What follows belongs to an exercise in optimizing a design on an open flow for small area, a short achievable clock period and few clock cycles per item; a production flow would make more cautious choices. RTL that was checked went through simulation tests only; none was proved equivalent to the original.

## job 6976
==> flow/design.v (excerpt) <==
module AES(
    input clk,nrst,load,
    input [15:0] data_input,input_vector,key,
    input  [3:0] round_number,
    output [15:0] data_output,
    output finish
    );
==> module g_a21oi, before the edit <==
module g_a21oi(input A1, A2, B1, output Y);
    assign Y = (~A1&~B1) | (~A2&~B1);
endmodule
==> module g_a32oi, before the edit <==
module g_a32oi(input A1, A2, A3, B1, B2, output Y);
    assign Y = (~A1&~B1) | (~A1&~B2) | (~A2&~B1) | (~A3&~B1) | (~A2&~B2) | (~A3&~B2);
endmodule
==> module NibbleSub, before the edit <==
module NibbleSub(
    input [3:0] a,
    output [3:0] b
    );
    wire _00_, _01_, _02_, _03_, _04_, _05_, _06_, _07_, _08_, _09_, _10_, _11_, _12_, _13_;
    g_nand2b u0(.A_N(a[1]), .B(a[3]), .Y(_13_));
    g_clkinv u1(.A(a[0]), .Y(_00_));
    g_nand2 u2(.A(_00_), .B(a[2]), .Y(_01_));
    g_clkinv u3(.A(a[3]), .Y(_02_));
    g_nand2 u4(.A(_02_), .B(a[1]), .Y(_03_));
    g_nor2 u5(.A(_00_), .B(_03_), .Y(_04_));
    g_nand2 u6(.A(_13_), .B(_01_), .Y(_05_));
    g_o22ai u7(.A1(_13_), .A2(_01_), .B1(_04_), .B2(_05_), .Y(b[2]));
    g_nor2 u8(.A(_00_), .B(a[2]), .Y(_06_));
    g_a21oi u9(.A1(_00_), .A2(_13_), .B1(_06_), .Y(_07_));
    g_a21oi u10(.A1(_02_), .A2(a[1]), .B1(_07_), .Y(_08_));
    g_a21oi u11(.A1(a[2]), .A2(_04_), .B1(_08_), .Y(b[0]));
    g_o21ai u12(.A1(_00_), .A2(a[2]), .B1(_03_), .Y(_09_));
    g_o22ai u13(.A1(a[3]), .A2(a[2]), .B1(_00_), .B2(a[1]), .Y(_10_));
    g_nor2 u14(.A(_09_), .B(_10_), .Y(_11_));
    g_a21oi u15(.A1(_02_), .A2(_06_), .B1(_11_), .Y(b[3]));
    g_clkinv u16(.A(_05_), .Y(_12_));
    g_a32oi u17(.A1(a[3]), .A2(a[2]), .A3(_05_), .B1(_12_), .B2(_09_), .Y(b[1]));
endmodule
==> module AES, before the edit <==
module AES(
    input clk,nrst,load,
    input [15:0] data_input,input_vector,key,
    input  [3:0] round_number,
    output [15:0] data_output,
    output finish
    );
    reg [15:0] s, k;
    reg [3:0]  r;
    reg        last, busy, fin;
    wire [3:0] t0, t1, t2, t3;
    NibbleSub ns0(.a(s[15:12]), .b(t0));
    NibbleSub ns1(.a(s[3:0]),   .b(t1));
    NibbleSub ns2(.a(s[7:4]),   .b(t2));
    NibbleSub ns3(.a(s[11:8]),  .b(t3));
    wire [3:0] sk;
    NibbleSub ns4(.a(k[3:0]), .b(sk));
    wire [15:0] p;
    key_generation kp(.k(k), .r(r), .p(p));
    wire [15:0] s_d, k_d;
    AES_datapath dp(.load(load), .busy(busy), .last(last), .s(s), .t({t0, t1, t2, t3}), .sk(sk), .p(p),
                    .data_input(data_input), .input_vector(input_vector), .key(key),
                    .s_d(s_d), .k_d(k_d));
    wire [3:0]  r_d = load ? 4'd1 : r + 4'd1;
    always @(posedge clk) begin
        s    <= s_d;
        k    <= k_d;
        r    <= r_d;
        last <= (r_d == round_number);
    end
    always @(posedge clk or negedge nrst) begin
        if (!nrst) begin
            busy <= 1'b0;
            fin  <= 1'b0;
        end else if (load) begin
            busy <= 1'b1;
            fin  <= 1'b0;
        end else if (busy & last) begin
            busy <= 1'b0;
            fin  <= 1'b1;
        end
    end
    assign data_output = s;
    assign finish = fin;
endmodule
clock: 5.0 ns
lec_check: 0
cap_margin: 20
core_margin: 2
core_utilization: 40
cts_buf_list: sky130_fd_sc_hd__clkbuf_4
setup_slack_margin: 2.9
slew_margin: 20
synth_hierarchical: 1
synth_minimum_keep_size: 0
standard.sh (not shown) runs the stock make flow with config.mk's settings and CLKGATE_MAP_FILE= SYNTH_SCRIPT=/design/flow/synth_recipe.tcl, a recipe that flattens the netlist after the stock synthesis.
==> flow/flow/run.sh <==
#!/bin/bash
# The standard layout (the standard.sh, standard synthesis included), with the
# ports buffered by plain buffers instead of the delay buffers buffer_ports picks.
set -euo pipefail
export BUFFER_PORTS_ARGS="-buffer_cell sky130_fd_sc_hd__buf_1"
bash standard.sh > standard.log 2>&1
Testbench counts of job 6976, summed over its fixed seeds: cycles 1,935, items 192.
Input changes introduced in job 6269 (baseline for comparison: job 6976):
==> flow/design.v, changed modules only <==
module g_a22oi(input A1, A2, B1, B2, output Y);
    assign Y = (~A1&~B1) | (~A1&~B2) | (~A2&~B1) | (~A2&~B2);
endmodule
module g_o22a(input A1, A2, B1, B2, output X);
    assign X = (A1&B1) | (A2&B1) | (A1&B2) | (A2&B2);
endmodule
module NibbleSub(
    input [3:0] a,
    output [3:0] b
    );
    wire _00_, _01_, _02_, _03_, _04_, _05_, _06_, _07_, _08_, _09_, _10_, _11_, _12_, _13_;
    g_clkinv u0(.A(a[3]), .Y(_13_));
    g_nor2 u1(.A(_13_), .B(a[1]), .Y(_00_));
    g_clkinv u2(.A(_00_), .Y(_01_));
    g_clkinv u3(.A(a[0]), .Y(_02_));
    g_nand2 u4(.A(_02_), .B(a[2]), .Y(_03_));
    g_nand2 u5(.A(_13_), .B(a[1]), .Y(_04_));
    g_nor2 u6(.A(_02_), .B(_04_), .Y(_05_));
    g_nand2 u7(.A(_01_), .B(_03_), .Y(_06_));
    g_o22ai u8(.A1(_01_), .A2(_03_), .B1(_05_), .B2(_06_), .Y(b[2]));
    g_nand2b u9(.A_N(a[2]), .B(a[0]), .Y(_07_));
    g_o21ai u10(.A1(a[0]), .A2(_00_), .B1(_07_), .Y(_08_));
    g_a22oi u11(.A1(_04_), .A2(_08_), .B1(a[2]), .B2(_05_), .Y(b[0]));
    g_nand2 u12(.A(_04_), .B(_07_), .Y(_09_));
    g_o22ai u13(.A1(a[3]), .A2(a[2]), .B1(_02_), .B2(a[1]), .Y(_10_));
    g_o22a u14(.A1(a[3]), .A2(_07_), .B1(_09_), .B2(_10_), .X(b[3]));
    g_nand2 u15(.A(a[3]), .B(a[2]), .Y(_11_));
    g_nand2 u16(.A(_06_), .B(_11_), .Y(_12_));
    g_o21ai u17(.A1(_06_), .A2(_09_), .B1(_12_), .Y(b[1]));
endmodule
module AES(
    input clk,nrst,load,
    input [15:0] data_input,input_vector,key,
    input  [3:0] round_number,
    output [15:0] data_output,
    output finish
    );
    reg [15:0] s, k;
    reg [3:0]  r;
    reg        last, busy, fin;
    wire [3:0] t0, t1, t2, t3;
    NibbleSub ns0(.a(s[15:12]), .b(t0));
    NibbleSub ns1(.a(s[3:0]),   .b(t1));
    NibbleSub ns2(.a(s[7:4]),   .b(t2));
    NibbleSub ns3(.a(s[11:8]),  .b(t3));
    wire [3:0] sk;
    NibbleSub ns4(.a(k[3:0]), .b(sk));
    wire [15:0] p;
    key_generation kp(.k(k), .r(r), .p(p));
    wire [15:0] s_d, k_d;
    AES_datapath dp(.load(load), .busy(busy), .last(last), .s(s), .t({t0, t1, t2, t3}), .sk(sk), .p(p),
                    .data_input(data_input), .input_vector(input_vector), .key(key),
                    .s_d(s_d), .k_d(k_d));
    wire [3:0]  r_d = busy ? r + 4'd1 : 4'd1;
    always @(posedge clk) begin
        s    <= s_d;
        k    <= k_d;
        r    <= r_d;
        last <= (r_d == round_number);
    end
    always @(posedge clk or negedge nrst) begin
        if (!nrst) begin
            busy <= 1'b0;
            fin  <= 1'b0;
        end else if (load) begin
            busy <= 1'b1;
            fin  <= 1'b0;
        end else if (busy & last) begin
            busy <= 1'b0;
            fin  <= 1'b1;
        end
    end
    assign data_output = s;
    assign finish = fin;
endmodule
// module g_a21oi removed
// module g_a32oi removed
## What came out
Both conditions hold for job 6269: the flow ran to the end and the final layout passed the timing, DRC and antenna checks. Job 6269 against job 6976; mean instance size in the synthesized netlist is down slightly. Per the comparison of job 6269 with job 6976, via count of the first global-routing pass has remained practically unchanged, final-layout non-clock buffer area share has decreased, share of the clock period used by the worst path after layout has decreased. Met1 capacity usage during global routing: job 6269 < job 6976. Number of DRC violations after detailed-routing iteration 0 up 38 in job 6269 wrt job 6976. Width of the die is higher on job 6976. Going from job 6976 to job 6269, the die area was shrunk. Number of multi-input combinational cells in the layout, job 6976 and job 6269, lower one = job 6269. Job 6269 leaves more setup margin than job 6976. Looking at detailed-route vias per instance, job 6269 sits below job 6976. Job 6269 ends up with higher sequential fraction of total cell area than job 6976 does.
Only the layout flow was run in job 6269; the RTL was not checked for function there.

---

## run Y
The RTL this note starts from:
==> flow/design.v <==
module g_a21oi(input A1, A2, B1, output Y);
    assign Y = (~A1&~B1) | (~A2&~B1);
endmodule
module g_a32oi(input A1, A2, A3, B1, B2, output Y);
    assign Y = (~A1&~B1) | (~A1&~B2) | (~A2&~B1) | (~A3&~B1) | (~A2&~B2) | (~A3&~B2);
endmodule
module g_clkinv(input A, output Y);
    assign Y = (~A);
endmodule
module g_nand2(input A, B, output Y);
    assign Y = (~A) | (~B);
endmodule
module g_nand2b(input A_N, B, output Y);
    assign Y = (A_N) | (~B);
endmodule
module g_nor2(input A, B, output Y);
    assign Y = (~A&~B);
endmodule
module g_o21ai(input A1, A2, B1, output Y);
    assign Y = (~A1&~A2) | (~B1);
endmodule
module g_o22ai(input A1, A2, B1, B2, output Y);
    assign Y = (~B1&~B2) | (~A1&~A2);
endmodule
module g_xor2(input A, B, output X);
    assign X = A ^ B;
endmodule
module NibbleSub(
    input [3:0] a,
    output [3:0] b
    );
    wire _00_, _01_, _02_, _03_, _04_, _05_, _06_, _07_, _08_, _09_, _10_, _11_, _12_, _13_;
    g_nand2b u0(.A_N(a[1]), .B(a[3]), .Y(_13_));
    g_clkinv u1(.A(a[0]), .Y(_00_));
    g_nand2 u2(.A(_00_), .B(a[2]), .Y(_01_));
    g_clkinv u3(.A(a[3]), .Y(_02_));
    g_nand2 u4(.A(_02_), .B(a[1]), .Y(_03_));
    g_nor2 u5(.A(_00_), .B(_03_), .Y(_04_));
    g_nand2 u6(.A(_13_), .B(_01_), .Y(_05_));
    g_o22ai u7(.A1(_13_), .A2(_01_), .B1(_04_), .B2(_05_), .Y(b[2]));
    g_nor2 u8(.A(_00_), .B(a[2]), .Y(_06_));
    g_a21oi u9(.A1(_00_), .A2(_13_), .B1(_06_), .Y(_07_));
    g_a21oi u10(.A1(_02_), .A2(a[1]), .B1(_07_), .Y(_08_));
    g_a21oi u11(.A1(a[2]), .A2(_04_), .B1(_08_), .Y(b[0]));
    g_o21ai u12(.A1(_00_), .A2(a[2]), .B1(_03_), .Y(_09_));
    g_o22ai u13(.A1(a[3]), .A2(a[2]), .B1(_00_), .B2(a[1]), .Y(_10_));
    g_nor2 u14(.A(_09_), .B(_10_), .Y(_11_));
    g_a21oi u15(.A1(_02_), .A2(_06_), .B1(_11_), .Y(b[3]));
    g_clkinv u16(.A(_05_), .Y(_12_));
    g_a32oi u17(.A1(a[3]), .A2(a[2]), .A3(_05_), .B1(_12_), .B2(_09_), .Y(b[1]));
endmodule
module key_generation(
    input  [15:0] k,
    input  [3:0]  r,
    output [15:0] p
    );
    wire [3:0] p4, p5, p6, p7, q23;
    g_xor2 x0[3:0] (.A(k[15:12]), .B(r),       .X(p4));
    g_xor2 x1[3:0] (.A(p4),       .B(k[11:8]), .X(p5));
    g_xor2 x2[3:0] (.A(p5),       .B(k[7:4]),  .X(p6));
    g_xor2 x3[3:0] (.A(k[7:4]),   .B(k[3:0]),  .X(q23));
    g_xor2 x4[3:0] (.A(p5),       .B(q23),     .X(p7));
    assign p = {p4, p5, p6, p7};
endmodule
module AES_datapath(
    input         load, busy, last,
    input  [15:0] s, t, p,
    input  [3:0]  sk,
    input  [15:0] data_input, input_vector, key,
    output [15:0] s_d, k_d
    );
    function [3:0] x2(input [3:0] a);
        x2 = {a[2:0], 1'b0} ^ {2'b00, a[3], a[3]};
    endfunction
    wire [3:0] u01 = x2(t[15:12] ^ t[11:8]) & {4{~last}};
    wire [3:0] u23 = x2(t[7:4] ^ t[3:0]) & {4{~last}};
    wire [15:0] m = t ^ {u01, u01, u23, u23};
    wire [15:0] kn = p ^ {4{sk}};
    assign k_d = load ? key : kn;
    wire [15:0] sn = (load ? (data_input ^ input_vector) : m) ^ k_d;
    assign s_d = (load | busy) ? sn : s;
endmodule
module AES(
    input clk,nrst,load,
    input [15:0] data_input,input_vector,key,
    input  [3:0] round_number,
    output [15:0] data_output,
    output finish
    );
    reg [15:0] s, k;
    reg [3:0]  r;
    reg        last, busy, fin;
    wire [3:0] t0, t1, t2, t3;
    NibbleSub ns0(.a(s[15:12]), .b(t0));
    NibbleSub ns1(.a(s[3:0]),   .b(t1));
    NibbleSub ns2(.a(s[7:4]),   .b(t2));
    NibbleSub ns3(.a(s[11:8]),  .b(t3));
    wire [3:0] sk;
    NibbleSub ns4(.a(k[3:0]), .b(sk));
    wire [15:0] p;
    key_generation kp(.k(k), .r(r), .p(p));
    wire [15:0] s_d, k_d;
    AES_datapath dp(.load(load), .busy(busy), .last(last), .s(s), .t({t0, t1, t2, t3}), .sk(sk), .p(p),
                    .data_input(data_input), .input_vector(input_vector), .key(key),
                    .s_d(s_d), .k_d(k_d));
    wire [3:0]  r_d = load ? 4'd1 : r + 4'd1;
    always @(posedge clk) begin
        s    <= s_d;
        k    <= k_d;
        r    <= r_d;
        last <= (r_d == round_number);
    end
    always @(posedge clk or negedge nrst) begin
        if (!nrst) begin
            busy <= 1'b0;
            fin  <= 1'b0;
        end else if (load) begin
            busy <= 1'b1;
            fin  <= 1'b0;
        end else if (busy & last) begin
            busy <= 1'b0;
            fin  <= 1'b1;
        end
    end
    assign data_output = s;
    assign finish = fin;
endmodule
clock: 5.0 ns
lec_check: 0
cap_margin: 20
core_margin: 2
core_utilization: 40
setup_slack_margin: 3.0
slew_margin: 20
synth_hierarchical: 1
synth_minimum_keep_size: 0
Scripts as last shown in full above: flow/flow/run.sh
Relative to run Y, the following input files were edited for run D:
diff --git a/flow/design.v b/flow/design.v
--- a/flow/design.v
+++ b/flow/design.v
@@ -75,11 +75,12 @@
     wire [3:0] u01 = x2(t[15:12] ^ t[11:8]) & {4{~last}};
     wire [3:0] u23 = x2(t[7:4] ^ t[3:0]) & {4{~last}};
     wire [15:0] m = t ^ {u01, u01, u23, u23};
     wire [15:0] kn = p ^ {4{sk}};
-    assign k_d = load ? key : kn;
-    wire [15:0] sn = (load ? (data_input ^ input_vector) : m) ^ k_d;
-    assign s_d = (load | busy) ? sn : s;
+    wire        run = load | busy;
+    assign k_d = (load ? key : kn) & {16{run}};
+    wire [15:0] x = load ? (data_input ^ input_vector) : (busy ? m : s);
+    assign s_d = x ^ k_d;
 endmodule
 module AES(
     input clk,nrst,load,
     input [15:0] data_input,input_vector,key,
## What came out
- The maximum clock frequency of run D is lower than that of run Y.
- Sort run Y and run D by via count, ascending, and run Y comes first.
- In run D the simple-gate area share of the yosys netlist turned out 4.4 points higher than in run Y.
- Number of clock buffers in the layout in run D is 1 below run Y.
- Per the comparison of run D with run Y, synthesized cell count has increased; floorplan die width lower.
- Run D vs run Y, startpoint of the worst setup timing path: s[11] vs s[15]
- In run D relative to run Y, area taken by flip-flops and latches had gone up slightly.
- Reported for run Y and run D, number of rows in the core area turned out identical to the last digit.
- As far as multi-input combinational cell count goes, run D and run Y are indistinguishable; the numbers are identical.
- Summary of run D over run Y: via-per-instance ratio shows an increase of 0.12; layout filler cell count shows an increase of 28.
Testbench counts of run D, summed over its fixed seeds: cycles 1,935, items 192.
No functional check of the RTL was part of run Y.

---

== rev 12 ==
// AES: RTL as listed in full above, without the edits since
Settings: LEC_CHECK=0, CAP_MARGIN=20, CORE_MARGIN=2, CORE_UTILIZATION=40, SETUP_SLACK_MARGIN=2.8, SLEW_MARGIN=20, SYNTH_HIERARCHICAL=1, SYNTH_MINIMUM_KEEP_SIZE=0; clock period 5.0 ns.
Scripts as last shown in full above: flow/flow/run.sh
In summary, rev 12 completed successfully, with a layout that passed the timing, DRC and antenna checks.
Edits applied to the flow inputs when going from rev 12 to rev 13:
--- a/flow/design.v
+++ b/flow/design.v
@@ -73,15 +73,16 @@
         x2 = {a[2:0], 1'b0} ^ {2'b00, a[3], a[3]};
     endfunction
     wire [3:0] u01 = x2(t[15:12] ^ t[11:8]) & {4{~last}};
     wire [3:0] u23 = x2(t[7:4] ^ t[3:0]) & {4{~last}};
     wire [15:0] m = t ^ {u01, u01, u23, u23};
     wire [15:0] kn = p ^ {4{sk}};
-    assign k_d = load ? key : kn;
-    wire [15:0] sn = (load ? (data_input ^ input_vector) : m) ^ k_d;
-    assign s_d = (load | busy) ? sn : s;
+    wire        run = load | busy;
+    assign k_d = (load ? key : kn) & {16{run}};
+    wire [15:0] x = load ? (data_input ^ input_vector) : (busy ? m : s);
+    assign s_d = x ^ k_d;
 endmodule
 module AES(
     input clk,nrst,load,
     input [15:0] data_input,input_vector,key,
     input  [3:0] round_number,
     output [15:0] data_output,
Notes after the runs:
Comparing rev 13 and rev 12, the higher iteration-0 DRC count of the detailed router is on rev 13. Re total setup buffers inserted after CTS: no difference whatsoever between rev 13 and rev 12. Relative to rev 12, the post-route cell area measured on rev 13 has decreased slightly. Rev 13 ended up with s[1] as its launch point of the critical path; rev 12 ended up with s[11]. From rev 13 to rev 12, final-layout setup total negative slack did not move at all. Sort rev 13 and rev 12 by area growth from synthesis to layout, descending, and rev 13 comes first. Of rev 13 and rev 12, the run reporting the lower post-placement worst setup slack was rev 13.
Testbench counts of rev 13, summed over its fixed seeds: cycles 1,935, items 192.
Only the layout flow was run in rev 12; the RTL was not checked for function there.

## afterwards: timing with drivers on the ports
Ports are ideal in the flow. The routed layouts listed here were re-timed in OpenROAD. Step 1, drivers: a clkbuf_16 drives clk and a buf_2 each remaining input, both assumed. Step 2 moves the port delays by t, midway between the first and last clock arrival at a register: inputs arrive t later, outputs are due t later. That takes back most of the time a late clock gives input paths. a / b / c = ideal / step 1 / step 2; a / b = the first two.
| run | shift t [ns] | setup WS [ns] | worst register clock-pin slew, ns | worst data-port slew with drivers (ns) |
|---|---|---|---|---|
| job 6976 | 0.359 | 2.921 / 2.921 / 2.596 | 0.12 / 0.12 | 0.03 |
| job 6269 | 0.361 | 2.957 / 2.957 / 2.699 | 0.13 / 0.13 | 0.04 |
| run Y | 0.319 | 3.034 / 3.034 / 2.787 | 0.09 / 0.09 | 0.03 |
| run D | 0.303 | 3.023 / 3.023 / 2.811 | 0.07 / 0.07 | 0.03 |
| rev 12 | 0.320 | 2.948 / 2.948 / 2.676 | 0.08 / 0.08 | 0.03 |
| rev 13 | 0.307 | 2.949 / 2.949 / 2.675 | 0.08 / 0.08 | 0.03 |
After both steps every run listed still meets setup and hold. The setup slack of job 6976, which loses most, moves by 0.000 ns with the drivers and by -0.325 ns with both steps.
